From an optimization exercise on the open Yosys and OpenROAD flow, aimed at small area and a short achievable clock period; shortcuts taken in it are not production practice.
Function was not checked in any run shown here: the RTL went through the layout flow alone.
Power figures rest on the tool's default switching activity, not on a simulated workload.

==> flow/design.v, too long to show whole: its modules and the start of the top module <==
// module ChecksumRTL_noparam: 490 lines
// module csa_fa: 4 lines
module ChecksumRTL_noparam
(
  input  logic [0:0] clk ,
  input  logic [0:0] reset ,
  input  logic [0:0] recv__en  ,
  input  logic [127:0] recv__msg  ,
  output logic [0:0] recv__rdy  ,
  output logic [0:0] send__en  ,
  output logic [31:0] send__msg  ,
  input  logic [0:0] send__rdy
);
  // ...
==> flow/run.sh <==
#!/bin/bash
# synth_recipe.tcl (not shown) runs the flow's synth.tcl, then flattens the netlist and writes it again
# the make line also repeats each setting of config.mk as NAME=value (left out here)
make -C /OpenROAD-flow-scripts/flow DESIGN_CONFIG=/design/flow/config.mk WORK_HOME=/design/flow/orfs CLKGATE_MAP_FILE= SYNTH_SCRIPT=/design/flow/synth_recipe.tcl finish
==> flow/config.mk <==
export PLATFORM = sky130hd
export DESIGN_NAME = ChecksumRTL_noparam
export DESIGN_NICKNAME = ChecksumRTL_noparam
export VERILOG_FILES = /design/flow/design.v
export SDC_FILE = /design/flow/constraint.sdc
export NUM_CORES = 4
export LEC_CHECK = 0
export CAP_MARGIN = 20
export CORE_MARGIN = 2
export CORE_UTILIZATION = 40
export SLEW_MARGIN = 20
export SYNTH_HIERARCHICAL = 1
==> flow/constraint.sdc <==
create_clock -name core_clock -period 16.0 [get_ports {clk}]
set_input_delay 3.2000 -clock core_clock [delete_from_list [all_inputs] [get_ports {clk}]]
set_output_delay 3.2000 -clock core_clock [all_outputs]
set_load 0.01 [all_outputs]
==> metrics.log, run 1 <==
INFO  metric outcome = finished clean
INFO  metric finalSetupViolations = 0
INFO  metric worstPathCellList = clkdlybuf4s50_1 > inv_1 > fa_1 > fa_1 > fa_1 > fa_1 > fa_1 > ha_1 > a21oi_1 > or2b_1 > or4_4 > a31oi_4 > xnor2_1
INFO  metric r2r_start = full
INFO  metric clkLatencyLatePin = between 200 and 300 ps
INFO  metric fin_util = 0.5363
INFO  metric grt_util_all_layers = 0.2052
INFO  metric post-synth-top-area-fraction = 0.6191
INFO  metric die-height = 135.2 microns
INFO  metric worstReg2RegEnd = full
INFO  metric numPlacedInstances = ~860
INFO  metric path_class = in -> reg
INFO  metric stages_on_the_worst_setup_path = 13
INFO  metric boundaryPins = around 170
INFO  metric tritoncts = built
INFO  metric power_top_consumer = combinational logic
INFO  metric grt_first_pass_wirelength = 27.41 mm
INFO  metric power.clock.total = ~0.00010 W
INFO  metric syn_area_per_cell = 14.50 sq um
INFO  metric synthesis.instances = approximately 480
INFO  metric cts.sink_count = 33
INFO  metric wl_cell = 19.79 microns
INFO  metric core_area = ~17000 sq um
INFO  metric cts-htree-levels = 2
INFO  metric maximum_number_of_pins_on_one_net_before_global_route_repair = 34
INFO  metric fin_tns_setup = 0 ps
INFO  metric routabilityCongestion = 0.9273
INFO  metric cts_post_setup_buffers_inserted = 0
INFO  metric synth-edff-count = 32
INFO  metric arrival = 7800 ps
INFO  metric muxShareOfSynthArea = 0.001453
INFO  metric crit_path_max_fanout = 4
INFO  metric synth_simple_gate_area_share = 0.02125
INFO  metric tightestPinTransition = between 800 and 900 ps
INFO  metric critPathTopFamily = adder cells
INFO  metric grt_pass1_vias = ~5200
INFO  metric power.switching_fraction = 0.4480
INFO  metric core.rowCount = 47
INFO  metric drc_errors = 0
INFO  metric combinationalPower = approximately 0.0017 W
INFO  metric area_contributors_post_synth = sky130_fd_sc_hd__fa_1 62%, sky130_fd_sc_hd__edfxtp_1 14%, sky130_fd_sc_hd__xnor2_1 6.2%, sky130_fd_sc_hd__ha_1 4.9%, sky130_fd_sc_hd__inv_1 2.7%
INFO  metric crit_end_element = register
INFO  metric timing.critical_path.slowest_stage_cell = sky130_fd_sc_hd__clkdlybuf4s50_1
INFO  metric floorplan.die.width = approximately 140 microns
==> run 2, diff against run 1 <==
==> flow/design.v (replaced) <==
module ChecksumRTL_noparam
(
  input  logic [0:0] clk ,
  input  logic [0:0] reset ,
  input  logic [0:0] recv__en  ,
  input  logic [127:0] recv__msg  ,
  output logic [0:0] recv__rdy  ,
  output logic [0:0] send__en  ,
  output logic [31:0] send__msg  ,
  input  logic [0:0] send__rdy
);
  logic [0:0]  full;
  logic [15:0] sum1_q, sum2_q;
  wire a_s1, a_c2;
  assign a_s1 = recv__msg[0] ^ recv__msg[16] ^ recv__msg[32];
  assign a_c2 = (recv__msg[0] & recv__msg[16]) | (recv__msg[0] & recv__msg[32]) | (recv__msg[16] & recv__msg[32]);
  wire a_s3, a_c4;
  assign a_s3 = recv__msg[48] ^ recv__msg[64] ^ recv__msg[80];
  assign a_c4 = (recv__msg[48] & recv__msg[64]) | (recv__msg[48] & recv__msg[80]) | (recv__msg[64] & recv__msg[80]);
  wire a_s5, a_c6;
  assign a_s5 = recv__msg[96] ^ recv__msg[112] ^ a_s1;
  assign a_c6 = (recv__msg[96] & recv__msg[112]) | (recv__msg[96] & a_s1) | (recv__msg[112] & a_s1);
  wire a_s7, a_c8;
  assign a_s7 = recv__msg[1] ^ recv__msg[17] ^ recv__msg[33];
  assign a_c8 = (recv__msg[1] & recv__msg[17]) | (recv__msg[1] & recv__msg[33]) | (recv__msg[17] & recv__msg[33]);
  wire a_s9, a_c10;
  assign a_s9 = recv__msg[49] ^ recv__msg[65] ^ recv__msg[81];
  assign a_c10 = (recv__msg[49] & recv__msg[65]) | (recv__msg[49] & recv__msg[81]) | (recv__msg[65] & recv__msg[81]);
  wire a_s11, a_c12;
  assign a_s11 = recv__msg[97] ^ recv__msg[113] ^ a_c2;
  assign a_c12 = (recv__msg[97] & recv__msg[113]) | (recv__msg[97] & a_c2) | (recv__msg[113] & a_c2);
  wire a_s13, a_c14;
  assign a_s13 = a_c4 ^ a_s7 ^ a_s9;
  assign a_c14 = (a_c4 & a_s7) | (a_c4 & a_s9) | (a_s7 & a_s9);
  wire a_s15, a_c16;
  assign a_s15 = a_c6 ^ a_s11 ^ a_s13;
  assign a_c16 = (a_c6 & a_s11) | (a_c6 & a_s13) | (a_s11 & a_s13);
  wire a_s17, a_c18;
  assign a_s17 = recv__msg[2] ^ recv__msg[18] ^ recv__msg[34];
  assign a_c18 = (recv__msg[2] & recv__msg[18]) | (recv__msg[2] & recv__msg[34]) | (recv__msg[18] & recv__msg[34]);
  wire a_s19, a_c20;
  assign a_s19 = recv__msg[50] ^ recv__msg[66] ^ recv__msg[82];
  assign a_c20 = (recv__msg[50] & recv__msg[66]) | (recv__msg[50] & recv__msg[82]) | (recv__msg[66] & recv__msg[82]);
  wire a_s21, a_c22;
  assign a_s21 = recv__msg[98] ^ recv__msg[114] ^ a_c8;
  assign a_c22 = (recv__msg[98] & recv__msg[114]) | (recv__msg[98] & a_c8) | (recv__msg[114] & a_c8);
  wire a_s23, a_c24;
  assign a_s23 = a_c10 ^ a_s17 ^ a_s19;
  assign a_c24 = (a_c10 & a_s17) | (a_c10 & a_s19) | (a_s17 & a_s19);
  wire a_s25, a_c26;
  assign a_s25 = a_c12 ^ a_c14 ^ a_s21;
  assign a_c26 = (a_c12 & a_c14) | (a_c12 & a_s21) | (a_c14 & a_s21);
  wire a_s27, a_c28;
  assign a_s27 = a_s23 ^ a_c16 ^ a_s25;
  assign a_c28 = (a_s23 & a_c16) | (a_s23 & a_s25) | (a_c16 & a_s25);
  wire a_s29, a_c30;
  assign a_s29 = recv__msg[3] ^ recv__msg[19] ^ recv__msg[35];
  assign a_c30 = (recv__msg[3] & recv__msg[19]) | (recv__msg[3] & recv__msg[35]) | (recv__msg[19] & recv__msg[35]);
  wire a_s31, a_c32;
  assign a_s31 = recv__msg[51] ^ recv__msg[67] ^ recv__msg[83];
  assign a_c32 = (recv__msg[51] & recv__msg[67]) | (recv__msg[51] & recv__msg[83]) | (recv__msg[67] & recv__msg[83]);
  wire a_s33, a_c34;
  assign a_s33 = recv__msg[99] ^ recv__msg[115] ^ a_c18;
  assign a_c34 = (recv__msg[99] & recv__msg[115]) | (recv__msg[99] & a_c18) | (recv__msg[115] & a_c18);
  wire a_s35, a_c36;
  assign a_s35 = a_c20 ^ a_s29 ^ a_s31;
  assign a_c36 = (a_c20 & a_s29) | (a_c20 & a_s31) | (a_s29 & a_s31);
  wire a_s37, a_c38;
  assign a_s37 = a_c22 ^ a_c24 ^ a_s33;
  assign a_c38 = (a_c22 & a_c24) | (a_c22 & a_s33) | (a_c24 & a_s33);
  wire a_s39, a_c40;
  assign a_s39 = a_s35 ^ a_c26 ^ a_s37;
  assign a_c40 = (a_s35 & a_c26) | (a_s35 & a_s37) | (a_c26 & a_s37);
  wire a_s41, a_c42;
  assign a_s41 = recv__msg[4] ^ recv__msg[20] ^ recv__msg[36];
  assign a_c42 = (recv__msg[4] & recv__msg[20]) | (recv__msg[4] & recv__msg[36]) | (recv__msg[20] & recv__msg[36]);
  wire a_s43, a_c44;
  assign a_s43 = recv__msg[52] ^ recv__msg[68] ^ recv__msg[84];
  assign a_c44 = (recv__msg[52] & recv__msg[68]) | (recv__msg[52] & recv__msg[84]) | (recv__msg[68] & recv__msg[84]);
  wire a_s45, a_c46;
  assign a_s45 = recv__msg[100] ^ recv__msg[116] ^ a_c30;
  assign a_c46 = (recv__msg[100] & recv__msg[116]) | (recv__msg[100] & a_c30) | (recv__msg[116] & a_c30);
  wire a_s47, a_c48;
  assign a_s47 = a_c32 ^ a_s41 ^ a_s43;
  assign a_c48 = (a_c32 & a_s41) | (a_c32 & a_s43) | (a_s41 & a_s43);
  wire a_s49, a_c50;
  assign a_s49 = a_c34 ^ a_c36 ^ a_s45;
  assign a_c50 = (a_c34 & a_c36) | (a_c34 & a_s45) | (a_c36 & a_s45);
  wire a_s51, a_c52;
  assign a_s51 = a_s47 ^ a_c38 ^ a_s49;
  assign a_c52 = (a_s47 & a_c38) | (a_s47 & a_s49) | (a_c38 & a_s49);
  wire a_s53, a_c54;
  assign a_s53 = recv__msg[5] ^ recv__msg[21] ^ recv__msg[37];
  assign a_c54 = (recv__msg[5] & recv__msg[21]) | (recv__msg[5] & recv__msg[37]) | (recv__msg[21] & recv__msg[37]);
  wire a_s55, a_c56;
  assign a_s55 = recv__msg[53] ^ recv__msg[69] ^ recv__msg[85];
  assign a_c56 = (recv__msg[53] & recv__msg[69]) | (recv__msg[53] & recv__msg[85]) | (recv__msg[69] & recv__msg[85]);
  wire a_s57, a_c58;
  assign a_s57 = recv__msg[101] ^ recv__msg[117] ^ a_c42;
  assign a_c58 = (recv__msg[101] & recv__msg[117]) | (recv__msg[101] & a_c42) | (recv__msg[117] & a_c42);
  wire a_s59, a_c60;
  assign a_s59 = a_c44 ^ a_s53 ^ a_s55;
  assign a_c60 = (a_c44 & a_s53) | (a_c44 & a_s55) | (a_s53 & a_s55);
  wire a_s61, a_c62;
  assign a_s61 = a_c46 ^ a_c48 ^ a_s57;
  assign a_c62 = (a_c46 & a_c48) | (a_c46 & a_s57) | (a_c48 & a_s57);
  wire a_s63, a_c64;
  assign a_s63 = a_s59 ^ a_c50 ^ a_s61;
  assign a_c64 = (a_s59 & a_c50) | (a_s59 & a_s61) | (a_c50 & a_s61);
  wire a_s65, a_c66;
  assign a_s65 = recv__msg[6] ^ recv__msg[22] ^ recv__msg[38];
  assign a_c66 = (recv__msg[6] & recv__msg[22]) | (recv__msg[6] & recv__msg[38]) | (recv__msg[22] & recv__msg[38]);
  wire a_s67, a_c68;
  assign a_s67 = recv__msg[54] ^ recv__msg[70] ^ recv__msg[86];
  assign a_c68 = (recv__msg[54] & recv__msg[70]) | (recv__msg[54] & recv__msg[86]) | (recv__msg[70] & recv__msg[86]);
  wire a_s69, a_c70;
  assign a_s69 = recv__msg[102] ^ recv__msg[118] ^ a_c54;
  assign a_c70 = (recv__msg[102] & recv__msg[118]) | (recv__msg[102] & a_c54) | (recv__msg[118] & a_c54);
  wire a_s71, a_c72;
  assign a_s71 = a_c56 ^ a_s65 ^ a_s67;
  assign a_c72 = (a_c56 & a_s65) | (a_c56 & a_s67) | (a_s65 & a_s67);
  wire a_s73, a_c74;
  assign a_s73 = a_c58 ^ a_c60 ^ a_s69;
  assign a_c74 = (a_c58 & a_c60) | (a_c58 & a_s69) | (a_c60 & a_s69);
  wire a_s75, a_c76;
  assign a_s75 = a_s71 ^ a_c62 ^ a_s73;
  assign a_c76 = (a_s71 & a_c62) | (a_s71 & a_s73) | (a_c62 & a_s73);
  wire a_s77, a_c78;
  assign a_s77 = recv__msg[7] ^ recv__msg[23] ^ recv__msg[39];
  assign a_c78 = (recv__msg[7] & recv__msg[23]) | (recv__msg[7] & recv__msg[39]) | (recv__msg[23] & recv__msg[39]);
  wire a_s79, a_c80;
  assign a_s79 = recv__msg[55] ^ recv__msg[71] ^ recv__msg[87];
  assign a_c80 = (recv__msg[55] & recv__msg[71]) | (recv__msg[55] & recv__msg[87]) | (recv__msg[71] & recv__msg[87]);
  wire a_s81, a_c82;
  assign a_s81 = recv__msg[103] ^ recv__msg[119] ^ a_c66;
  assign a_c82 = (recv__msg[103] & recv__msg[119]) | (recv__msg[103] & a_c66) | (recv__msg[119] & a_c66);
  wire a_s83, a_c84;
  assign a_s83 = a_c68 ^ a_s77 ^ a_s79;
  assign a_c84 = (a_c68 & a_s77) | (a_c68 & a_s79) | (a_s77 & a_s79);
  wire a_s85, a_c86;
  assign a_s85 = a_c70 ^ a_c72 ^ a_s81;
  assign a_c86 = (a_c70 & a_c72) | (a_c70 & a_s81) | (a_c72 & a_s81);
  wire a_s87, a_c88;
  assign a_s87 = a_s83 ^ a_c74 ^ a_s85;
  assign a_c88 = (a_s83 & a_c74) | (a_s83 & a_s85) | (a_c74 & a_s85);
  wire a_s89, a_c90;
  assign a_s89 = recv__msg[8] ^ recv__msg[24] ^ recv__msg[40];
  assign a_c90 = (recv__msg[8] & recv__msg[24]) | (recv__msg[8] & recv__msg[40]) | (recv__msg[24] & recv__msg[40]);
  wire a_s91, a_c92;
  assign a_s91 = recv__msg[56] ^ recv__msg[72] ^ recv__msg[88];
  assign a_c92 = (recv__msg[56] & recv__msg[72]) | (recv__msg[56] & recv__msg[88]) | (recv__msg[72] & recv__msg[88]);
  wire a_s93, a_c94;
  assign a_s93 = recv__msg[104] ^ recv__msg[120] ^ a_c78;
  assign a_c94 = (recv__msg[104] & recv__msg[120]) | (recv__msg[104] & a_c78) | (recv__msg[120] & a_c78);
  wire a_s95, a_c96;
  assign a_s95 = a_c80 ^ a_s89 ^ a_s91;
  assign a_c96 = (a_c80 & a_s89) | (a_c80 & a_s91) | (a_s89 & a_s91);
  wire a_s97, a_c98;
  assign a_s97 = a_c82 ^ a_c84 ^ a_s93;
  assign a_c98 = (a_c82 & a_c84) | (a_c82 & a_s93) | (a_c84 & a_s93);
  wire a_s99, a_c100;
  assign a_s99 = a_s95 ^ a_c86 ^ a_s97;
  assign a_c100 = (a_s95 & a_c86) | (a_s95 & a_s97) | (a_c86 & a_s97);
  wire a_s101, a_c102;
  assign a_s101 = recv__msg[9] ^ recv__msg[25] ^ recv__msg[41];
  assign a_c102 = (recv__msg[9] & recv__msg[25]) | (recv__msg[9] & recv__msg[41]) | (recv__msg[25] & recv__msg[41]);
  wire a_s103, a_c104;
  assign a_s103 = recv__msg[57] ^ recv__msg[73] ^ recv__msg[89];
  assign a_c104 = (recv__msg[57] & recv__msg[73]) | (recv__msg[57] & recv__msg[89]) | (recv__msg[73] & recv__msg[89]);
  wire a_s105, a_c106;
  assign a_s105 = recv__msg[105] ^ recv__msg[121] ^ a_c90;
  assign a_c106 = (recv__msg[105] & recv__msg[121]) | (recv__msg[105] & a_c90) | (recv__msg[121] & a_c90);
  wire a_s107, a_c108;
  assign a_s107 = a_c92 ^ a_s101 ^ a_s103;
  assign a_c108 = (a_c92 & a_s101) | (a_c92 & a_s103) | (a_s101 & a_s103);
  wire a_s109, a_c110;
  assign a_s109 = a_c94 ^ a_c96 ^ a_s105;
  assign a_c110 = (a_c94 & a_c96) | (a_c94 & a_s105) | (a_c96 & a_s105);
  wire a_s111, a_c112;
  assign a_s111 = a_s107 ^ a_c98 ^ a_s109;
  assign a_c112 = (a_s107 & a_c98) | (a_s107 & a_s109) | (a_c98 & a_s109);
  wire a_s113, a_c114;
  assign a_s113 = recv__msg[10] ^ recv__msg[26] ^ recv__msg[42];
  assign a_c114 = (recv__msg[10] & recv__msg[26]) | (recv__msg[10] & recv__msg[42]) | (recv__msg[26] & recv__msg[42]);
  wire a_s115, a_c116;
  assign a_s115 = recv__msg[58] ^ recv__msg[74] ^ recv__msg[90];
  assign a_c116 = (recv__msg[58] & recv__msg[74]) | (recv__msg[58] & recv__msg[90]) | (recv__msg[74] & recv__msg[90]);
  wire a_s117, a_c118;
  assign a_s117 = recv__msg[106] ^ recv__msg[122] ^ a_c102;
  assign a_c118 = (recv__msg[106] & recv__msg[122]) | (recv__msg[106] & a_c102) | (recv__msg[122] & a_c102);
  wire a_s119, a_c120;
  assign a_s119 = a_c104 ^ a_s113 ^ a_s115;
  assign a_c120 = (a_c104 & a_s113) | (a_c104 & a_s115) | (a_s113 & a_s115);
  wire a_s121, a_c122;
  assign a_s121 = a_c106 ^ a_c108 ^ a_s117;
  assign a_c122 = (a_c106 & a_c108) | (a_c106 & a_s117) | (a_c108 & a_s117);
  wire a_s123, a_c124;
  assign a_s123 = a_s119 ^ a_c110 ^ a_s121;
  assign a_c124 = (a_s119 & a_c110) | (a_s119 & a_s121) | (a_c110 & a_s121);
  wire a_s125, a_c126;
  assign a_s125 = recv__msg[11] ^ recv__msg[27] ^ recv__msg[43];
  assign a_c126 = (recv__msg[11] & recv__msg[27]) | (recv__msg[11] & recv__msg[43]) | (recv__msg[27] & recv__msg[43]);
  wire a_s127, a_c128;
  assign a_s127 = recv__msg[59] ^ recv__msg[75] ^ recv__msg[91];
  assign a_c128 = (recv__msg[59] & recv__msg[75]) | (recv__msg[59] & recv__msg[91]) | (recv__msg[75] & recv__msg[91]);
  wire a_s129, a_c130;
  assign a_s129 = recv__msg[107] ^ recv__msg[123] ^ a_c114;
  assign a_c130 = (recv__msg[107] & recv__msg[123]) | (recv__msg[107] & a_c114) | (recv__msg[123] & a_c114);
  wire a_s131, a_c132;
  assign a_s131 = a_c116 ^ a_s125 ^ a_s127;
  assign a_c132 = (a_c116 & a_s125) | (a_c116 & a_s127) | (a_s125 & a_s127);
  wire a_s133, a_c134;
  assign a_s133 = a_c118 ^ a_c120 ^ a_s129;
  assign a_c134 = (a_c118 & a_c120) | (a_c118 & a_s129) | (a_c120 & a_s129);
  wire a_s135, a_c136;
  assign a_s135 = a_s131 ^ a_c122 ^ a_s133;
  assign a_c136 = (a_s131 & a_c122) | (a_s131 & a_s133) | (a_c122 & a_s133);
  wire a_s137, a_c138;
  assign a_s137 = recv__msg[12] ^ recv__msg[28] ^ recv__msg[44];
  assign a_c138 = (recv__msg[12] & recv__msg[28]) | (recv__msg[12] & recv__msg[44]) | (recv__msg[28] & recv__msg[44]);
  wire a_s139, a_c140;
  assign a_s139 = recv__msg[60] ^ recv__msg[76] ^ recv__msg[92];
  assign a_c140 = (recv__msg[60] & recv__msg[76]) | (recv__msg[60] & recv__msg[92]) | (recv__msg[76] & recv__msg[92]);
  wire a_s141, a_c142;
  assign a_s141 = recv__msg[108] ^ recv__msg[124] ^ a_c126;
  assign a_c142 = (recv__msg[108] & recv__msg[124]) | (recv__msg[108] & a_c126) | (recv__msg[124] & a_c126);
  wire a_s143, a_c144;
  assign a_s143 = a_c128 ^ a_s137 ^ a_s139;
  assign a_c144 = (a_c128 & a_s137) | (a_c128 & a_s139) | (a_s137 & a_s139);
  wire a_s145, a_c146;
  assign a_s145 = a_c130 ^ a_c132 ^ a_s141;
  assign a_c146 = (a_c130 & a_c132) | (a_c130 & a_s141) | (a_c132 & a_s141);
  wire a_s147, a_c148;
  assign a_s147 = a_s143 ^ a_c134 ^ a_s145;
  assign a_c148 = (a_s143 & a_c134) | (a_s143 & a_s145) | (a_c134 & a_s145);
  wire a_s149, a_c150;
  assign a_s149 = recv__msg[13] ^ recv__msg[29] ^ recv__msg[45];
  assign a_c150 = (recv__msg[13] & recv__msg[29]) | (recv__msg[13] & recv__msg[45]) | (recv__msg[29] & recv__msg[45]);
  wire a_s151, a_c152;
  assign a_s151 = recv__msg[61] ^ recv__msg[77] ^ recv__msg[93];
  assign a_c152 = (recv__msg[61] & recv__msg[77]) | (recv__msg[61] & recv__msg[93]) | (recv__msg[77] & recv__msg[93]);
  wire a_s153, a_c154;
  assign a_s153 = recv__msg[109] ^ recv__msg[125] ^ a_c138;
  assign a_c154 = (recv__msg[109] & recv__msg[125]) | (recv__msg[109] & a_c138) | (recv__msg[125] & a_c138);
  wire a_s155, a_c156;
  assign a_s155 = a_c140 ^ a_s149 ^ a_s151;
  assign a_c156 = (a_c140 & a_s149) | (a_c140 & a_s151) | (a_s149 & a_s151);
  wire a_s157, a_c158;
  assign a_s157 = a_c142 ^ a_c144 ^ a_s153;
  assign a_c158 = (a_c142 & a_c144) | (a_c142 & a_s153) | (a_c144 & a_s153);
  wire a_s159, a_c160;
  assign a_s159 = a_s155 ^ a_c146 ^ a_s157;
  assign a_c160 = (a_s155 & a_c146) | (a_s155 & a_s157) | (a_c146 & a_s157);
  wire a_s161, a_c162;
  assign a_s161 = recv__msg[14] ^ recv__msg[30] ^ recv__msg[46];
  assign a_c162 = (recv__msg[14] & recv__msg[30]) | (recv__msg[14] & recv__msg[46]) | (recv__msg[30] & recv__msg[46]);
  wire a_s163, a_c164;
  assign a_s163 = recv__msg[62] ^ recv__msg[78] ^ recv__msg[94];
  assign a_c164 = (recv__msg[62] & recv__msg[78]) | (recv__msg[62] & recv__msg[94]) | (recv__msg[78] & recv__msg[94]);
  wire a_s165, a_c166;
  assign a_s165 = recv__msg[110] ^ recv__msg[126] ^ a_c150;
  assign a_c166 = (recv__msg[110] & recv__msg[126]) | (recv__msg[110] & a_c150) | (recv__msg[126] & a_c150);
  wire a_s167, a_c168;
  assign a_s167 = a_c152 ^ a_s161 ^ a_s163;
  assign a_c168 = (a_c152 & a_s161) | (a_c152 & a_s163) | (a_s161 & a_s163);
  wire a_s169, a_c170;
  assign a_s169 = a_c154 ^ a_c156 ^ a_s165;
  assign a_c170 = (a_c154 & a_c156) | (a_c154 & a_s165) | (a_c156 & a_s165);
  wire a_s171, a_c172;
  assign a_s171 = a_s167 ^ a_c158 ^ a_s169;
  assign a_c172 = (a_s167 & a_c158) | (a_s167 & a_s169) | (a_c158 & a_s169);
  wire a_s173;
  assign a_s173 = recv__msg[15] ^ recv__msg[31] ^ recv__msg[47];
  wire a_s174;
  assign a_s174 = recv__msg[63] ^ recv__msg[79] ^ recv__msg[95];
  wire a_s175;
  assign a_s175 = recv__msg[111] ^ recv__msg[127] ^ a_c162;
  wire a_s176;
  assign a_s176 = a_c164 ^ a_s173 ^ a_s174;
  wire a_s177;
  assign a_s177 = a_c166 ^ a_c168 ^ a_s175;
  wire a_s178;
  assign a_s178 = a_s176 ^ a_c170 ^ a_s177;
  wire b_s179, b_c180;
  assign b_s179 = recv__msg[16] ^ recv__msg[48] ^ recv__msg[80];
  assign b_c180 = (recv__msg[16] & recv__msg[48]) | (recv__msg[16] & recv__msg[80]) | (recv__msg[48] & recv__msg[80]);
  wire b_s181, b_c182;
  assign b_s181 = recv__msg[16] ^ recv__msg[32] ^ recv__msg[80];
  assign b_c182 = (recv__msg[16] & recv__msg[32]) | (recv__msg[16] & recv__msg[80]) | (recv__msg[32] & recv__msg[80]);
  wire b_s183, b_c184;
  assign b_s183 = recv__msg[96] ^ recv__msg[17] ^ recv__msg[49];
  assign b_c184 = (recv__msg[96] & recv__msg[17]) | (recv__msg[96] & recv__msg[49]) | (recv__msg[17] & recv__msg[49]);
  wire b_s185, b_c186;
  assign b_s185 = recv__msg[81] ^ recv__msg[113] ^ b_c180;
  assign b_c186 = (recv__msg[81] & recv__msg[113]) | (recv__msg[81] & b_c180) | (recv__msg[113] & b_c180);
  wire b_s187, b_c188;
  assign b_s187 = b_s181 ^ b_s183 ^ b_s185;
  assign b_c188 = (b_s181 & b_s183) | (b_s181 & b_s185) | (b_s183 & b_s185);
  wire b_s189, b_c190;
  assign b_s189 = recv__msg[16] ^ recv__msg[32] ^ recv__msg[48];
  assign b_c190 = (recv__msg[16] & recv__msg[32]) | (recv__msg[16] & recv__msg[48]) | (recv__msg[32] & recv__msg[48]);
  wire b_s191, b_c192;
  assign b_s191 = recv__msg[64] ^ recv__msg[17] ^ recv__msg[33];
  assign b_c192 = (recv__msg[64] & recv__msg[17]) | (recv__msg[64] & recv__msg[33]) | (recv__msg[17] & recv__msg[33]);
  wire b_s193, b_c194;
  assign b_s193 = recv__msg[81] ^ recv__msg[97] ^ recv__msg[18];
  assign b_c194 = (recv__msg[81] & recv__msg[97]) | (recv__msg[81] & recv__msg[18]) | (recv__msg[97] & recv__msg[18]);
  wire b_s195, b_c196;
  assign b_s195 = recv__msg[50] ^ recv__msg[82] ^ recv__msg[114];
  assign b_c196 = (recv__msg[50] & recv__msg[82]) | (recv__msg[50] & recv__msg[114]) | (recv__msg[82] & recv__msg[114]);
  wire b_s197, b_c198;
  assign b_s197 = b_c182 ^ b_c184 ^ b_s189;
  assign b_c198 = (b_c182 & b_c184) | (b_c182 & b_s189) | (b_c184 & b_s189);
  wire b_s199, b_c200;
  assign b_s199 = b_s191 ^ b_s193 ^ b_s195;
  assign b_c200 = (b_s191 & b_s193) | (b_s191 & b_s195) | (b_s193 & b_s195);
  wire b_s201, b_c202;
  assign b_s201 = b_c186 ^ b_s197 ^ b_s199;
  assign b_c202 = (b_c186 & b_s197) | (b_c186 & b_s199) | (b_s197 & b_s199);
  wire b_s203, b_c204;
  assign b_s203 = recv__msg[0] ^ recv__msg[17] ^ recv__msg[33];
  assign b_c204 = (recv__msg[0] & recv__msg[17]) | (recv__msg[0] & recv__msg[33]) | (recv__msg[17] & recv__msg[33]);
  wire b_s205, b_c206;
  assign b_s205 = recv__msg[49] ^ recv__msg[65] ^ recv__msg[18];
  assign b_c206 = (recv__msg[49] & recv__msg[65]) | (recv__msg[49] & recv__msg[18]) | (recv__msg[65] & recv__msg[18]);
  wire b_s207, b_c208;
  assign b_s207 = recv__msg[34] ^ recv__msg[82] ^ recv__msg[98];
  assign b_c208 = (recv__msg[34] & recv__msg[82]) | (recv__msg[34] & recv__msg[98]) | (recv__msg[82] & recv__msg[98]);
  wire b_s209, b_c210;
  assign b_s209 = recv__msg[19] ^ recv__msg[51] ^ recv__msg[83];
  assign b_c210 = (recv__msg[19] & recv__msg[51]) | (recv__msg[19] & recv__msg[83]) | (recv__msg[51] & recv__msg[83]);
  wire b_s211, b_c212;
  assign b_s211 = recv__msg[115] ^ b_c190 ^ b_c192;
  assign b_c212 = (recv__msg[115] & b_c190) | (recv__msg[115] & b_c192) | (b_c190 & b_c192);
  wire b_s213, b_c214;
  assign b_s213 = b_c194 ^ b_c196 ^ b_s203;
  assign b_c214 = (b_c194 & b_c196) | (b_c194 & b_s203) | (b_c196 & b_s203);
  wire b_s215, b_c216;
  assign b_s215 = b_s205 ^ b_s207 ^ b_s209;
  assign b_c216 = (b_s205 & b_s207) | (b_s205 & b_s209) | (b_s207 & b_s209);
  wire b_s217, b_c218;
  assign b_s217 = b_c198 ^ b_c200 ^ b_s211;
  assign b_c218 = (b_c198 & b_c200) | (b_c198 & b_s211) | (b_c200 & b_s211);
  wire b_s219, b_c220;
  assign b_s219 = b_s213 ^ b_s215 ^ b_c202;
  assign b_c220 = (b_s213 & b_s215) | (b_s213 & b_c202) | (b_s215 & b_c202);
  wire b_s221, b_c222;
  assign b_s221 = recv__msg[1] ^ recv__msg[18] ^ recv__msg[34];
  assign b_c222 = (recv__msg[1] & recv__msg[18]) | (recv__msg[1] & recv__msg[34]) | (recv__msg[18] & recv__msg[34]);
  wire b_s223, b_c224;
  assign b_s223 = recv__msg[50] ^ recv__msg[66] ^ recv__msg[19];
  assign b_c224 = (recv__msg[50] & recv__msg[66]) | (recv__msg[50] & recv__msg[19]) | (recv__msg[66] & recv__msg[19]);
  wire b_s225, b_c226;
  assign b_s225 = recv__msg[35] ^ recv__msg[83] ^ recv__msg[99];
  assign b_c226 = (recv__msg[35] & recv__msg[83]) | (recv__msg[35] & recv__msg[99]) | (recv__msg[83] & recv__msg[99]);
  wire b_s227, b_c228;
  assign b_s227 = recv__msg[20] ^ recv__msg[52] ^ recv__msg[84];
  assign b_c228 = (recv__msg[20] & recv__msg[52]) | (recv__msg[20] & recv__msg[84]) | (recv__msg[52] & recv__msg[84]);
  wire b_s229, b_c230;
  assign b_s229 = recv__msg[116] ^ b_c204 ^ b_c206;
  assign b_c230 = (recv__msg[116] & b_c204) | (recv__msg[116] & b_c206) | (b_c204 & b_c206);
  wire b_s231, b_c232;
  assign b_s231 = b_c208 ^ b_c210 ^ b_s221;
  assign b_c232 = (b_c208 & b_c210) | (b_c208 & b_s221) | (b_c210 & b_s221);
  wire b_s233, b_c234;
  assign b_s233 = b_s223 ^ b_s225 ^ b_s227;
  assign b_c234 = (b_s223 & b_s225) | (b_s223 & b_s227) | (b_s225 & b_s227);
  wire b_s235, b_c236;
  assign b_s235 = b_c212 ^ b_c214 ^ b_c216;
  assign b_c236 = (b_c212 & b_c214) | (b_c212 & b_c216) | (b_c214 & b_c216);
  wire b_s237, b_c238;
  assign b_s237 = b_s229 ^ b_s231 ^ b_s233;
  assign b_c238 = (b_s229 & b_s231) | (b_s229 & b_s233) | (b_s231 & b_s233);
  wire b_s239, b_c240;
  assign b_s239 = b_c218 ^ b_s235 ^ b_s237;
  assign b_c240 = (b_c218 & b_s235) | (b_c218 & b_s237) | (b_s235 & b_s237);
  wire b_s241, b_c242;
  assign b_s241 = recv__msg[2] ^ recv__msg[19] ^ recv__msg[35];
  assign b_c242 = (recv__msg[2] & recv__msg[19]) | (recv__msg[2] & recv__msg[35]) | (recv__msg[19] & recv__msg[35]);
  wire b_s243, b_c244;
  assign b_s243 = recv__msg[51] ^ recv__msg[67] ^ recv__msg[20];
  assign b_c244 = (recv__msg[51] & recv__msg[67]) | (recv__msg[51] & recv__msg[20]) | (recv__msg[67] & recv__msg[20]);
  wire b_s245, b_c246;
  assign b_s245 = recv__msg[36] ^ recv__msg[84] ^ recv__msg[100];
  assign b_c246 = (recv__msg[36] & recv__msg[84]) | (recv__msg[36] & recv__msg[100]) | (recv__msg[84] & recv__msg[100]);
  wire b_s247, b_c248;
  assign b_s247 = recv__msg[21] ^ recv__msg[53] ^ recv__msg[85];
  assign b_c248 = (recv__msg[21] & recv__msg[53]) | (recv__msg[21] & recv__msg[85]) | (recv__msg[53] & recv__msg[85]);
  wire b_s249, b_c250;
  assign b_s249 = recv__msg[117] ^ b_c222 ^ b_c224;
  assign b_c250 = (recv__msg[117] & b_c222) | (recv__msg[117] & b_c224) | (b_c222 & b_c224);
  wire b_s251, b_c252;
  assign b_s251 = b_c226 ^ b_c228 ^ b_s241;
  assign b_c252 = (b_c226 & b_c228) | (b_c226 & b_s241) | (b_c228 & b_s241);
  wire b_s253, b_c254;
  assign b_s253 = b_s243 ^ b_s245 ^ b_s247;
  assign b_c254 = (b_s243 & b_s245) | (b_s243 & b_s247) | (b_s245 & b_s247);
  wire b_s255, b_c256;
  assign b_s255 = b_c230 ^ b_c232 ^ b_c234;
  assign b_c256 = (b_c230 & b_c232) | (b_c230 & b_c234) | (b_c232 & b_c234);
  wire b_s257, b_c258;
  assign b_s257 = b_s249 ^ b_s251 ^ b_s253;
  assign b_c258 = (b_s249 & b_s251) | (b_s249 & b_s253) | (b_s251 & b_s253);
  wire b_s259, b_c260;
  assign b_s259 = b_c236 ^ b_c238 ^ b_s255;
  assign b_c260 = (b_c236 & b_c238) | (b_c236 & b_s255) | (b_c238 & b_s255);
  wire b_s261, b_c262;
  assign b_s261 = b_s257 ^ b_s259 ^ b_c240;
  assign b_c262 = (b_s257 & b_s259) | (b_s257 & b_c240) | (b_s259 & b_c240);
  wire b_s263, b_c264;
  assign b_s263 = recv__msg[3] ^ recv__msg[20] ^ recv__msg[36];
  assign b_c264 = (recv__msg[3] & recv__msg[20]) | (recv__msg[3] & recv__msg[36]) | (recv__msg[20] & recv__msg[36]);
  wire b_s265, b_c266;
  assign b_s265 = recv__msg[52] ^ recv__msg[68] ^ recv__msg[21];
  assign b_c266 = (recv__msg[52] & recv__msg[68]) | (recv__msg[52] & recv__msg[21]) | (recv__msg[68] & recv__msg[21]);
  wire b_s267, b_c268;
  assign b_s267 = recv__msg[37] ^ recv__msg[85] ^ recv__msg[101];
  assign b_c268 = (recv__msg[37] & recv__msg[85]) | (recv__msg[37] & recv__msg[101]) | (recv__msg[85] & recv__msg[101]);
  wire b_s269, b_c270;
  assign b_s269 = recv__msg[22] ^ recv__msg[54] ^ recv__msg[86];
  assign b_c270 = (recv__msg[22] & recv__msg[54]) | (recv__msg[22] & recv__msg[86]) | (recv__msg[54] & recv__msg[86]);
  wire b_s271, b_c272;
  assign b_s271 = recv__msg[118] ^ b_c242 ^ b_c244;
  assign b_c272 = (recv__msg[118] & b_c242) | (recv__msg[118] & b_c244) | (b_c242 & b_c244);
  wire b_s273, b_c274;
  assign b_s273 = b_c246 ^ b_c248 ^ b_s263;
  assign b_c274 = (b_c246 & b_c248) | (b_c246 & b_s263) | (b_c248 & b_s263);
  wire b_s275, b_c276;
  assign b_s275 = b_s265 ^ b_s267 ^ b_s269;
  assign b_c276 = (b_s265 & b_s267) | (b_s265 & b_s269) | (b_s267 & b_s269);
  wire b_s277, b_c278;
  assign b_s277 = b_c250 ^ b_c252 ^ b_c254;
  assign b_c278 = (b_c250 & b_c252) | (b_c250 & b_c254) | (b_c252 & b_c254);
  wire b_s279, b_c280;
  assign b_s279 = b_s271 ^ b_s273 ^ b_s275;
  assign b_c280 = (b_s271 & b_s273) | (b_s271 & b_s275) | (b_s273 & b_s275);
  wire b_s281, b_c282;
  assign b_s281 = b_c256 ^ b_c258 ^ b_s277;
  assign b_c282 = (b_c256 & b_c258) | (b_c256 & b_s277) | (b_c258 & b_s277);
  wire b_s283, b_c284;
  assign b_s283 = b_s279 ^ b_c260 ^ b_s281;
  assign b_c284 = (b_s279 & b_c260) | (b_s279 & b_s281) | (b_c260 & b_s281);
  wire b_s285, b_c286;
  assign b_s285 = recv__msg[4] ^ recv__msg[21] ^ recv__msg[37];
  assign b_c286 = (recv__msg[4] & recv__msg[21]) | (recv__msg[4] & recv__msg[37]) | (recv__msg[21] & recv__msg[37]);
  wire b_s287, b_c288;
  assign b_s287 = recv__msg[53] ^ recv__msg[69] ^ recv__msg[22];
  assign b_c288 = (recv__msg[53] & recv__msg[69]) | (recv__msg[53] & recv__msg[22]) | (recv__msg[69] & recv__msg[22]);
  wire b_s289, b_c290;
  assign b_s289 = recv__msg[38] ^ recv__msg[86] ^ recv__msg[102];
  assign b_c290 = (recv__msg[38] & recv__msg[86]) | (recv__msg[38] & recv__msg[102]) | (recv__msg[86] & recv__msg[102]);
  wire b_s291, b_c292;
  assign b_s291 = recv__msg[23] ^ recv__msg[55] ^ recv__msg[87];
  assign b_c292 = (recv__msg[23] & recv__msg[55]) | (recv__msg[23] & recv__msg[87]) | (recv__msg[55] & recv__msg[87]);
  wire b_s293, b_c294;
  assign b_s293 = recv__msg[119] ^ b_c264 ^ b_c266;
  assign b_c294 = (recv__msg[119] & b_c264) | (recv__msg[119] & b_c266) | (b_c264 & b_c266);
  wire b_s295, b_c296;
  assign b_s295 = b_c268 ^ b_c270 ^ b_s285;
  assign b_c296 = (b_c268 & b_c270) | (b_c268 & b_s285) | (b_c270 & b_s285);
  wire b_s297, b_c298;
  assign b_s297 = b_s287 ^ b_s289 ^ b_s291;
  assign b_c298 = (b_s287 & b_s289) | (b_s287 & b_s291) | (b_s289 & b_s291);
  wire b_s299, b_c300;
  assign b_s299 = b_c272 ^ b_c274 ^ b_c276;
  assign b_c300 = (b_c272 & b_c274) | (b_c272 & b_c276) | (b_c274 & b_c276);
  wire b_s301, b_c302;
  assign b_s301 = b_s293 ^ b_s295 ^ b_s297;
  assign b_c302 = (b_s293 & b_s295) | (b_s293 & b_s297) | (b_s295 & b_s297);
  wire b_s303, b_c304;
  assign b_s303 = b_c278 ^ b_c280 ^ b_s299;
  assign b_c304 = (b_c278 & b_c280) | (b_c278 & b_s299) | (b_c280 & b_s299);
  wire b_s305, b_c306;
  assign b_s305 = b_s301 ^ b_c282 ^ b_s303;
  assign b_c306 = (b_s301 & b_c282) | (b_s301 & b_s303) | (b_c282 & b_s303);
  wire b_s307, b_c308;
  assign b_s307 = recv__msg[5] ^ recv__msg[22] ^ recv__msg[38];
  assign b_c308 = (recv__msg[5] & recv__msg[22]) | (recv__msg[5] & recv__msg[38]) | (recv__msg[22] & recv__msg[38]);
  wire b_s309, b_c310;
  assign b_s309 = recv__msg[54] ^ recv__msg[70] ^ recv__msg[23];
  assign b_c310 = (recv__msg[54] & recv__msg[70]) | (recv__msg[54] & recv__msg[23]) | (recv__msg[70] & recv__msg[23]);
  wire b_s311, b_c312;
  assign b_s311 = recv__msg[39] ^ recv__msg[87] ^ recv__msg[103];
  assign b_c312 = (recv__msg[39] & recv__msg[87]) | (recv__msg[39] & recv__msg[103]) | (recv__msg[87] & recv__msg[103]);
  wire b_s313, b_c314;
  assign b_s313 = recv__msg[24] ^ recv__msg[56] ^ recv__msg[88];
  assign b_c314 = (recv__msg[24] & recv__msg[56]) | (recv__msg[24] & recv__msg[88]) | (recv__msg[56] & recv__msg[88]);
  wire b_s315, b_c316;
  assign b_s315 = recv__msg[120] ^ b_c286 ^ b_c288;
  assign b_c316 = (recv__msg[120] & b_c286) | (recv__msg[120] & b_c288) | (b_c286 & b_c288);
  wire b_s317, b_c318;
  assign b_s317 = b_c290 ^ b_c292 ^ b_s307;
  assign b_c318 = (b_c290 & b_c292) | (b_c290 & b_s307) | (b_c292 & b_s307);
  wire b_s319, b_c320;
  assign b_s319 = b_s309 ^ b_s311 ^ b_s313;
  assign b_c320 = (b_s309 & b_s311) | (b_s309 & b_s313) | (b_s311 & b_s313);
  wire b_s321, b_c322;
  assign b_s321 = b_c294 ^ b_c296 ^ b_c298;
  assign b_c322 = (b_c294 & b_c296) | (b_c294 & b_c298) | (b_c296 & b_c298);
  wire b_s323, b_c324;
  assign b_s323 = b_s315 ^ b_s317 ^ b_s319;
  assign b_c324 = (b_s315 & b_s317) | (b_s315 & b_s319) | (b_s317 & b_s319);
  wire b_s325, b_c326;
  assign b_s325 = b_c300 ^ b_c302 ^ b_s321;
  assign b_c326 = (b_c300 & b_c302) | (b_c300 & b_s321) | (b_c302 & b_s321);
  wire b_s327, b_c328;
  assign b_s327 = b_s323 ^ b_c304 ^ b_s325;
  assign b_c328 = (b_s323 & b_c304) | (b_s323 & b_s325) | (b_c304 & b_s325);
  wire b_s329, b_c330;
  assign b_s329 = recv__msg[6] ^ recv__msg[23] ^ recv__msg[39];
  assign b_c330 = (recv__msg[6] & recv__msg[23]) | (recv__msg[6] & recv__msg[39]) | (recv__msg[23] & recv__msg[39]);
  wire b_s331, b_c332;
  assign b_s331 = recv__msg[55] ^ recv__msg[71] ^ recv__msg[24];
  assign b_c332 = (recv__msg[55] & recv__msg[71]) | (recv__msg[55] & recv__msg[24]) | (recv__msg[71] & recv__msg[24]);
  wire b_s333, b_c334;
  assign b_s333 = recv__msg[40] ^ recv__msg[88] ^ recv__msg[104];
  assign b_c334 = (recv__msg[40] & recv__msg[88]) | (recv__msg[40] & recv__msg[104]) | (recv__msg[88] & recv__msg[104]);
  wire b_s335, b_c336;
  assign b_s335 = recv__msg[25] ^ recv__msg[57] ^ recv__msg[89];
  assign b_c336 = (recv__msg[25] & recv__msg[57]) | (recv__msg[25] & recv__msg[89]) | (recv__msg[57] & recv__msg[89]);
  wire b_s337, b_c338;
  assign b_s337 = recv__msg[121] ^ b_c308 ^ b_c310;
  assign b_c338 = (recv__msg[121] & b_c308) | (recv__msg[121] & b_c310) | (b_c308 & b_c310);
  wire b_s339, b_c340;
  assign b_s339 = b_c312 ^ b_c314 ^ b_s329;
  assign b_c340 = (b_c312 & b_c314) | (b_c312 & b_s329) | (b_c314 & b_s329);
  wire b_s341, b_c342;
  assign b_s341 = b_s331 ^ b_s333 ^ b_s335;
  assign b_c342 = (b_s331 & b_s333) | (b_s331 & b_s335) | (b_s333 & b_s335);
  wire b_s343, b_c344;
  assign b_s343 = b_c316 ^ b_c318 ^ b_c320;
  assign b_c344 = (b_c316 & b_c318) | (b_c316 & b_c320) | (b_c318 & b_c320);
  wire b_s345, b_c346;
  assign b_s345 = b_s337 ^ b_s339 ^ b_s341;
  assign b_c346 = (b_s337 & b_s339) | (b_s337 & b_s341) | (b_s339 & b_s341);
  wire b_s347, b_c348;
  assign b_s347 = b_c322 ^ b_c324 ^ b_s343;
  assign b_c348 = (b_c322 & b_c324) | (b_c322 & b_s343) | (b_c324 & b_s343);
  wire b_s349, b_c350;
  assign b_s349 = b_s345 ^ b_c326 ^ b_s347;
  assign b_c350 = (b_s345 & b_c326) | (b_s345 & b_s347) | (b_c326 & b_s347);
  wire b_s351, b_c352;
  assign b_s351 = recv__msg[7] ^ recv__msg[24] ^ recv__msg[40];
  assign b_c352 = (recv__msg[7] & recv__msg[24]) | (recv__msg[7] & recv__msg[40]) | (recv__msg[24] & recv__msg[40]);
  wire b_s353, b_c354;
  assign b_s353 = recv__msg[56] ^ recv__msg[72] ^ recv__msg[25];
  assign b_c354 = (recv__msg[56] & recv__msg[72]) | (recv__msg[56] & recv__msg[25]) | (recv__msg[72] & recv__msg[25]);
  wire b_s355, b_c356;
  assign b_s355 = recv__msg[41] ^ recv__msg[89] ^ recv__msg[105];
  assign b_c356 = (recv__msg[41] & recv__msg[89]) | (recv__msg[41] & recv__msg[105]) | (recv__msg[89] & recv__msg[105]);
  wire b_s357, b_c358;
  assign b_s357 = recv__msg[26] ^ recv__msg[58] ^ recv__msg[90];
  assign b_c358 = (recv__msg[26] & recv__msg[58]) | (recv__msg[26] & recv__msg[90]) | (recv__msg[58] & recv__msg[90]);
  wire b_s359, b_c360;
  assign b_s359 = recv__msg[122] ^ b_c330 ^ b_c332;
  assign b_c360 = (recv__msg[122] & b_c330) | (recv__msg[122] & b_c332) | (b_c330 & b_c332);
  wire b_s361, b_c362;
  assign b_s361 = b_c334 ^ b_c336 ^ b_s351;
  assign b_c362 = (b_c334 & b_c336) | (b_c334 & b_s351) | (b_c336 & b_s351);
  wire b_s363, b_c364;
  assign b_s363 = b_s353 ^ b_s355 ^ b_s357;
  assign b_c364 = (b_s353 & b_s355) | (b_s353 & b_s357) | (b_s355 & b_s357);
  wire b_s365, b_c366;
  assign b_s365 = b_c338 ^ b_c340 ^ b_c342;
  assign b_c366 = (b_c338 & b_c340) | (b_c338 & b_c342) | (b_c340 & b_c342);
  wire b_s367, b_c368;
  assign b_s367 = b_s359 ^ b_s361 ^ b_s363;
  assign b_c368 = (b_s359 & b_s361) | (b_s359 & b_s363) | (b_s361 & b_s363);
  wire b_s369, b_c370;
  assign b_s369 = b_c344 ^ b_c346 ^ b_s365;
  assign b_c370 = (b_c344 & b_c346) | (b_c344 & b_s365) | (b_c346 & b_s365);
  wire b_s371, b_c372;
  assign b_s371 = b_s367 ^ b_c348 ^ b_s369;
  assign b_c372 = (b_s367 & b_c348) | (b_s367 & b_s369) | (b_c348 & b_s369);
  wire b_s373, b_c374;
  assign b_s373 = recv__msg[8] ^ recv__msg[25] ^ recv__msg[41];
  assign b_c374 = (recv__msg[8] & recv__msg[25]) | (recv__msg[8] & recv__msg[41]) | (recv__msg[25] & recv__msg[41]);
  wire b_s375, b_c376;
  assign b_s375 = recv__msg[57] ^ recv__msg[73] ^ recv__msg[26];
  assign b_c376 = (recv__msg[57] & recv__msg[73]) | (recv__msg[57] & recv__msg[26]) | (recv__msg[73] & recv__msg[26]);
  wire b_s377, b_c378;
  assign b_s377 = recv__msg[42] ^ recv__msg[90] ^ recv__msg[106];
  assign b_c378 = (recv__msg[42] & recv__msg[90]) | (recv__msg[42] & recv__msg[106]) | (recv__msg[90] & recv__msg[106]);
  wire b_s379, b_c380;
  assign b_s379 = recv__msg[27] ^ recv__msg[59] ^ recv__msg[91];
  assign b_c380 = (recv__msg[27] & recv__msg[59]) | (recv__msg[27] & recv__msg[91]) | (recv__msg[59] & recv__msg[91]);
  wire b_s381, b_c382;
  assign b_s381 = recv__msg[123] ^ b_c352 ^ b_c354;
  assign b_c382 = (recv__msg[123] & b_c352) | (recv__msg[123] & b_c354) | (b_c352 & b_c354);
  wire b_s383, b_c384;
  assign b_s383 = b_c356 ^ b_c358 ^ b_s373;
  assign b_c384 = (b_c356 & b_c358) | (b_c356 & b_s373) | (b_c358 & b_s373);
  wire b_s385, b_c386;
  assign b_s385 = b_s375 ^ b_s377 ^ b_s379;
  assign b_c386 = (b_s375 & b_s377) | (b_s375 & b_s379) | (b_s377 & b_s379);
  wire b_s387, b_c388;
  assign b_s387 = b_c360 ^ b_c362 ^ b_c364;
  assign b_c388 = (b_c360 & b_c362) | (b_c360 & b_c364) | (b_c362 & b_c364);
  wire b_s389, b_c390;
  assign b_s389 = b_s381 ^ b_s383 ^ b_s385;
  assign b_c390 = (b_s381 & b_s383) | (b_s381 & b_s385) | (b_s383 & b_s385);
  wire b_s391, b_c392;
  assign b_s391 = b_c366 ^ b_c368 ^ b_s387;
  assign b_c392 = (b_c366 & b_c368) | (b_c366 & b_s387) | (b_c368 & b_s387);
  wire b_s393, b_c394;
  assign b_s393 = b_s389 ^ b_c370 ^ b_s391;
  assign b_c394 = (b_s389 & b_c370) | (b_s389 & b_s391) | (b_c370 & b_s391);
  wire b_s395, b_c396;
  assign b_s395 = recv__msg[9] ^ recv__msg[26] ^ recv__msg[42];
  assign b_c396 = (recv__msg[9] & recv__msg[26]) | (recv__msg[9] & recv__msg[42]) | (recv__msg[26] & recv__msg[42]);
  wire b_s397, b_c398;
  assign b_s397 = recv__msg[58] ^ recv__msg[74] ^ recv__msg[27];
  assign b_c398 = (recv__msg[58] & recv__msg[74]) | (recv__msg[58] & recv__msg[27]) | (recv__msg[74] & recv__msg[27]);
  wire b_s399, b_c400;
  assign b_s399 = recv__msg[43] ^ recv__msg[91] ^ recv__msg[107];
  assign b_c400 = (recv__msg[43] & recv__msg[91]) | (recv__msg[43] & recv__msg[107]) | (recv__msg[91] & recv__msg[107]);
  wire b_s401, b_c402;
  assign b_s401 = recv__msg[28] ^ recv__msg[60] ^ recv__msg[92];
  assign b_c402 = (recv__msg[28] & recv__msg[60]) | (recv__msg[28] & recv__msg[92]) | (recv__msg[60] & recv__msg[92]);
  wire b_s403, b_c404;
  assign b_s403 = recv__msg[124] ^ b_c374 ^ b_c376;
  assign b_c404 = (recv__msg[124] & b_c374) | (recv__msg[124] & b_c376) | (b_c374 & b_c376);
  wire b_s405, b_c406;
  assign b_s405 = b_c378 ^ b_c380 ^ b_s395;
  assign b_c406 = (b_c378 & b_c380) | (b_c378 & b_s395) | (b_c380 & b_s395);
  wire b_s407, b_c408;
  assign b_s407 = b_s397 ^ b_s399 ^ b_s401;
  assign b_c408 = (b_s397 & b_s399) | (b_s397 & b_s401) | (b_s399 & b_s401);
  wire b_s409, b_c410;
  assign b_s409 = b_c382 ^ b_c384 ^ b_c386;
  assign b_c410 = (b_c382 & b_c384) | (b_c382 & b_c386) | (b_c384 & b_c386);
  wire b_s411, b_c412;
  assign b_s411 = b_s403 ^ b_s405 ^ b_s407;
  assign b_c412 = (b_s403 & b_s405) | (b_s403 & b_s407) | (b_s405 & b_s407);
  wire b_s413, b_c414;
  assign b_s413 = b_c388 ^ b_c390 ^ b_s409;
  assign b_c414 = (b_c388 & b_c390) | (b_c388 & b_s409) | (b_c390 & b_s409);
  wire b_s415, b_c416;
  assign b_s415 = b_s411 ^ b_c392 ^ b_s413;
  assign b_c416 = (b_s411 & b_c392) | (b_s411 & b_s413) | (b_c392 & b_s413);
  wire b_s417, b_c418;
  assign b_s417 = recv__msg[10] ^ recv__msg[27] ^ recv__msg[43];
  assign b_c418 = (recv__msg[10] & recv__msg[27]) | (recv__msg[10] & recv__msg[43]) | (recv__msg[27] & recv__msg[43]);
  wire b_s419, b_c420;
  assign b_s419 = recv__msg[59] ^ recv__msg[75] ^ recv__msg[28];
  assign b_c420 = (recv__msg[59] & recv__msg[75]) | (recv__msg[59] & recv__msg[28]) | (recv__msg[75] & recv__msg[28]);
  wire b_s421, b_c422;
  assign b_s421 = recv__msg[44] ^ recv__msg[92] ^ recv__msg[108];
  assign b_c422 = (recv__msg[44] & recv__msg[92]) | (recv__msg[44] & recv__msg[108]) | (recv__msg[92] & recv__msg[108]);
  wire b_s423, b_c424;
  assign b_s423 = recv__msg[29] ^ recv__msg[61] ^ recv__msg[93];
  assign b_c424 = (recv__msg[29] & recv__msg[61]) | (recv__msg[29] & recv__msg[93]) | (recv__msg[61] & recv__msg[93]);
  wire b_s425, b_c426;
  assign b_s425 = recv__msg[125] ^ b_c396 ^ b_c398;
  assign b_c426 = (recv__msg[125] & b_c396) | (recv__msg[125] & b_c398) | (b_c396 & b_c398);
  wire b_s427, b_c428;
  assign b_s427 = b_c400 ^ b_c402 ^ b_s417;
  assign b_c428 = (b_c400 & b_c402) | (b_c400 & b_s417) | (b_c402 & b_s417);
  wire b_s429, b_c430;
  assign b_s429 = b_s419 ^ b_s421 ^ b_s423;
  assign b_c430 = (b_s419 & b_s421) | (b_s419 & b_s423) | (b_s421 & b_s423);
  wire b_s431, b_c432;
  assign b_s431 = b_c404 ^ b_c406 ^ b_c408;
  assign b_c432 = (b_c404 & b_c406) | (b_c404 & b_c408) | (b_c406 & b_c408);
  wire b_s433, b_c434;
  assign b_s433 = b_s425 ^ b_s427 ^ b_s429;
  assign b_c434 = (b_s425 & b_s427) | (b_s425 & b_s429) | (b_s427 & b_s429);
  wire b_s435, b_c436;
  assign b_s435 = b_c410 ^ b_c412 ^ b_s431;
  assign b_c436 = (b_c410 & b_c412) | (b_c410 & b_s431) | (b_c412 & b_s431);
  wire b_s437, b_c438;
  assign b_s437 = b_s433 ^ b_c414 ^ b_s435;
  assign b_c438 = (b_s433 & b_c414) | (b_s433 & b_s435) | (b_c414 & b_s435);
  wire b_s439, b_c440;
  assign b_s439 = recv__msg[11] ^ recv__msg[28] ^ recv__msg[44];
  assign b_c440 = (recv__msg[11] & recv__msg[28]) | (recv__msg[11] & recv__msg[44]) | (recv__msg[28] & recv__msg[44]);
  wire b_s441, b_c442;
  assign b_s441 = recv__msg[60] ^ recv__msg[76] ^ recv__msg[29];
  assign b_c442 = (recv__msg[60] & recv__msg[76]) | (recv__msg[60] & recv__msg[29]) | (recv__msg[76] & recv__msg[29]);
  wire b_s443, b_c444;
  assign b_s443 = recv__msg[45] ^ recv__msg[93] ^ recv__msg[109];
  assign b_c444 = (recv__msg[45] & recv__msg[93]) | (recv__msg[45] & recv__msg[109]) | (recv__msg[93] & recv__msg[109]);
  wire b_s445, b_c446;
  assign b_s445 = recv__msg[30] ^ recv__msg[62] ^ recv__msg[94];
  assign b_c446 = (recv__msg[30] & recv__msg[62]) | (recv__msg[30] & recv__msg[94]) | (recv__msg[62] & recv__msg[94]);
  wire b_s447, b_c448;
  assign b_s447 = recv__msg[126] ^ b_c418 ^ b_c420;
  assign b_c448 = (recv__msg[126] & b_c418) | (recv__msg[126] & b_c420) | (b_c418 & b_c420);
  wire b_s449, b_c450;
  assign b_s449 = b_c422 ^ b_c424 ^ b_s439;
  assign b_c450 = (b_c422 & b_c424) | (b_c422 & b_s439) | (b_c424 & b_s439);
  wire b_s451, b_c452;
  assign b_s451 = b_s441 ^ b_s443 ^ b_s445;
  assign b_c452 = (b_s441 & b_s443) | (b_s441 & b_s445) | (b_s443 & b_s445);
  wire b_s453, b_c454;
  assign b_s453 = b_c426 ^ b_c428 ^ b_c430;
  assign b_c454 = (b_c426 & b_c428) | (b_c426 & b_c430) | (b_c428 & b_c430);
  wire b_s455, b_c456;
  assign b_s455 = b_s447 ^ b_s449 ^ b_s451;
  assign b_c456 = (b_s447 & b_s449) | (b_s447 & b_s451) | (b_s449 & b_s451);
  wire b_s457, b_c458;
  assign b_s457 = b_c432 ^ b_c434 ^ b_s453;
  assign b_c458 = (b_c432 & b_c434) | (b_c432 & b_s453) | (b_c434 & b_s453);
  wire b_s459, b_c460;
  assign b_s459 = b_s455 ^ b_c436 ^ b_s457;
  assign b_c460 = (b_s455 & b_c436) | (b_s455 & b_s457) | (b_c436 & b_s457);
  wire b_s461;
  assign b_s461 = recv__msg[12] ^ recv__msg[29] ^ recv__msg[45];
  wire b_s462;
  assign b_s462 = recv__msg[61] ^ recv__msg[77] ^ recv__msg[30];
  wire b_s463;
  assign b_s463 = recv__msg[46] ^ recv__msg[94] ^ recv__msg[110];
  wire b_s464;
  assign b_s464 = recv__msg[31] ^ recv__msg[63] ^ recv__msg[95];
  wire b_s465;
  assign b_s465 = recv__msg[127] ^ b_c440 ^ b_c442;
  wire b_s466;
  assign b_s466 = b_c444 ^ b_c446 ^ b_s461;
  wire b_s467;
  assign b_s467 = b_s462 ^ b_s463 ^ b_s464;
  wire b_s468;
  assign b_s468 = b_c448 ^ b_c450 ^ b_c452;
  wire b_s469;
  assign b_s469 = b_s465 ^ b_s466 ^ b_s467;
  wire b_s470;
  assign b_s470 = b_c454 ^ b_c456 ^ b_s468;
  wire b_s471;
  assign b_s471 = b_s469 ^ b_c458 ^ b_s470;
  wire [15:0] s1_a = {a_c172, a_c160, a_c148, a_c136, a_c124, a_c112, a_c100, a_c88, a_c76, a_c64, a_c52, a_c40, a_c28, a_s27, a_s15, a_s3};
  wire [15:0] s1_b = {a_s178, a_s171, a_s159, a_s147, a_s135, a_s123, a_s111, a_s99, a_s87, a_s75, a_s63, a_s51, a_s39, 1'b0, 1'b0, a_s5};
  wire [15:0] s1_r;
  assign s1_r = s1_a + s1_b;
  wire [15:0] s2_a = {b_c460, b_c438, b_c416, b_c394, b_c372, b_c350, b_c328, b_c306, b_c284, b_c262, b_s261, b_c220, b_s217, b_c188, b_s187, recv__msg[112]};
  wire [15:0] s2_b = {b_s471, b_s459, b_s437, b_s415, b_s393, b_s371, b_s349, b_s327, b_s305, b_s283, 1'b0, b_s239, b_s219, b_s201, 1'b0, b_s179};
  wire [15:0] s2_r;
  assign s2_r = s2_a + s2_b;
  assign send__en  = full & ~reset & send__rdy;
  assign recv__rdy = ~reset & (~full | send__en);
  always_ff @(posedge clk) begin
    full <= ~reset & (recv__en | (full & ~send__en));
    if (recv__en) begin
      sum1_q <= s1_r;
      sum2_q <= s2_r;
    end
  end
  assign send__msg = {sum2_q, sum1_q};
endmodule
--- a/flow/config.mk
+++ b/flow/config.mk
@@ -4,9 +4,8 @@
 export VERILOG_FILES = /design/flow/design.v
 export SDC_FILE = /design/flow/constraint.sdc
 export NUM_CORES = 4
 export LEC_CHECK = 0
 export CAP_MARGIN = 20
 export CORE_MARGIN = 2
 export CORE_UTILIZATION = 40
 export SLEW_MARGIN = 20
-export SYNTH_HIERARCHICAL = 1
==> run 2 against run 1 <==
  * Count of clock-buffer cells in the layout down 2
  * Global-route usage down 4.2 points
  * Die area up 16%
  * Wire length down 1.9%
  * Power up 12%
  * Core utilization down 1.7 points
  * Combinational power up 14%
  * First-iteration DRC count down 32%
  * Critical path depth up 2
  * Synthesized area up 17%
  * Via count up 17%
==> metrics.log, run 2 <==
INFO  metric outcome = finished clean (unchanged)
INFO  metric core.rowCount = 51 (was 47)
INFO  metric cts-htree-levels = 2 (unchanged)
INFO  metric io_buffers = 165 (unchanged)
INFO  metric fin_util = 0.5193 (was 0.5363)
INFO  metric layout_min_cycle_time = 8045 ps (was 7764 ps)
INFO  metric post-synth-top-area-fraction = 0.5649 (was 0.6191)
INFO  metric area_delta_synth_final = 26.46% (was 30.03%)
INFO  metric path_class = in -> reg (unchanged)
INFO  metric wl_cell = 14.54 microns (was 19.79 microns)
INFO  metric grt_pass1_vias = 5608 (was 5183)
INFO  metric tightestPinTransition = 425.6 ps (was 823.2 ps)
INFO  metric final.period_utilization = 0.5028 (was 0.4853)
INFO  metric min-delay-start = full (unchanged)
INFO  metric r2r_start = full (unchanged)
INFO  metric synth-edff-count = 32 (unchanged)
INFO  metric timing.fmax = 0.1243 GHz (was 0.1288 GHz)
INFO  metric postSynthNetCount = 1104 (was 847)
INFO  metric routabilityCongestion = 0.8099 (was 0.9273)
INFO  metric floorplan.die.width = 145.8 microns (was 135.2 microns)
INFO  metric syn_area_per_cell = 11.23 sq um (was 14.50 sq um)
INFO  metric final_net_count = 1277 (was 1016)
INFO  metric detailedRoute.firstIterationViolations = 104 (was 152)
INFO  metric clkLatencyLatePin = 270 ps (was 290 ps)
INFO  metric synth.distinct_cells = 39 (was 44)
INFO  metric area_contributors_post_synth = sky130_fd_sc_hd__fa_1 56%, sky130_fd_sc_hd__inv_1 13%, sky130_fd_sc_hd__edfxtp_1 12%, sky130_fd_sc_hd__xnor2_1 4.9%, sky130_fd_sc_hd__ha_1 4.5% (was sky130_fd_sc_hd__fa_1 62%, sky130_fd_sc_hd__edfxtp_1 14%, sky130_fd_sc_hd__xnor2_1 6.2%, sky130_fd_sc_hd__ha_1 4.9%, sky130_fd_sc_hd__inv_1 2.7%)
INFO  metric synth.ff_latch_count = 33 (unchanged)
INFO  metric core_area = 19590 sq um (was 16700 sq um)
INFO  metric tritoncts = built (unchanged)
INFO  metric hpwlAfterDp = 16.16 mm (was 16.22 mm)
INFO  metric finalSetupViolations = 0 (unchanged)
INFO  metric cts.sink_count = 33 (unchanged)
INFO  metric maximum_number_of_pins_on_one_net_before_global_route_repair = 34 (unchanged)
INFO  metric grt_util_all_layers = 0.1629 (was 0.2052)
INFO  metric die-height = 145.8 microns (was 135.2 microns)
INFO  metric arrival = 8060 ps (was 7800 ps)
INFO  metric synthesis.instances = 716 (was 475)
INFO  metric cts_post_setup_buffers_inserted = 0 (unchanged)
INFO  metric drt_first_pass_iters = 4 (unchanged)
INFO  metric p_per_area = 229.4 nW/um^2 (was 232.8 nW/um^2)
INFO  metric yosysWarningCount = 1 (was 7)
INFO  metric grt_first_pass_wirelength = 27.88 mm (was 27.41 mm)
INFO  metric worstReg2RegEnd = full (unchanged)
INFO  metric most-common-layout-cells = 276 x sky130_fd_sc_hd__inv_1, 227 x sky130_fd_sc_hd__fa_1, 165 x sky130_fd_sc_hd__clkdlybuf4s50_1 (was 213 x sky130_fd_sc_hd__fa_1, 164 x sky130_fd_sc_hd__clkdlybuf4s50_1, 49 x sky130_fd_sc_hd__inv_1, 49 x sky130_fd_sc_hd__xnor2_1, 32 x sky130_fd_sc_hd__edfxtp_1)
INFO  metric fin_tns_setup = 0 ps (unchanged)
INFO  metric crit_path_max_fanout = 5 (was 4)
INFO  metric crit_end_element = register (unchanged)
INFO  metric boundaryPins = 166 (unchanged)
INFO  metric drc_errors = 0 (unchanged)
==> run 2: worst max-delay path by stage <==
stage                             start         end  slack [ps]
after floorplan           recv__msg[21]  sum2_q[12]        8500
after global placement    recv__msg[21]  sum2_q[12]        7750
after detailed placement  recv__msg[21]  sum2_q[15]        7660
after CTS                 recv__msg[21]  sum2_q[15]        7950
after global routing      recv__msg[21]  sum2_q[15]        7760
final                     recv__msg[21]  sum2_q[15]        7950
==> run 2: cell type report <==
| type | count | area (sq um) | area share |
|---|---|---|---|
| Clock buffer | 5 | 125.1 | 0.01230 |
| Clock inverter | 3 | 12.51 | 0.001230 |
| Inverter | 276 | 1036 | 0.1018 |
| Multi-Input combinational cell | 407 | 6027 | 0.5925 |
| Sequential cell | 33 | 980.9 | 0.09643 |
| Tap cell | 265 | 331.6 | 0.03260 |
| Timing Repair Buffer | 166 | 1659 | 0.1631 |
==> run 2: cells by family (layout without fill, tap and decap cells) <==
group,after synthesis,after routing,share of synthesized area
xor gates and xnor gates,57,57,0.06206
adders and majority gates,256,256,0.6100
buffers and inverters,276,450,0.1288
and+or+nand+nor,44,44,0.02940
AOI/OAI and AO/OA,50,50,0.04775
DFF,33,33,0.1219
==> run 2: power by group <==
group	internal, W	switching (W)	leakage [nW]
clock	0.0000561	0.0000328	0.0687
sequential	0.000255	0.0000144	0.322
combinational	0.000933	0.00104	4.46
==> run 2: metal layers <==
layer | part of all wire | global-route usage | wire length, microns
met4 | 0.0060 | 0.01618 | 101
met3 | 0.045 | 0.02571 | 752
met1 | 0.44 | 0.2232 | 7405
met5 | 0 | 0 | 0
met2 | 0.51 | 0.2849 | 8529
==> run 2: per-stage QoR <==
step | hold WS, ps | cells | power, W | worst slack (ps)
2_1_floorplan | 567.9 | 716 | 0.001735 | 8504
3_3_place_gp | 585.1 | 1147 | 0.002267 | 7749
3_5_place_dp | 603.6 | 1147 | 0.002271 | 7665
4_1_cts | 610.4 | 1155 | 0.002372 | 7951
5_1_grt | 628.1 | 1155 | 0.002583 | 7757
6_report | 604.8 | 1155 | 0.002333 | 7955
==> run 2: worst max-delay path, cell delays in order <==
cell and delay (ps):
sky130_fd_sc_hd__clkdlybuf4s50_1 610, sky130_fd_sc_hd__inv_1 100, sky130_fd_sc_hd__fa_1 510, sky130_fd_sc_hd__fa_1 410, sky130_fd_sc_hd__fa_1 540, sky130_fd_sc_hd__inv_1 50, sky130_fd_sc_hd__fa_1 560, sky130_fd_sc_hd__fa_1 420
sky130_fd_sc_hd__ha_1 350, sky130_fd_sc_hd__and4b_1 260, sky130_fd_sc_hd__a221oi_2 270, sky130_fd_sc_hd__a21boi_1 180, sky130_fd_sc_hd__a221oi_2 340, sky130_fd_sc_hd__o21ai_1 130, sky130_fd_sc_hd__xnor2_1 130
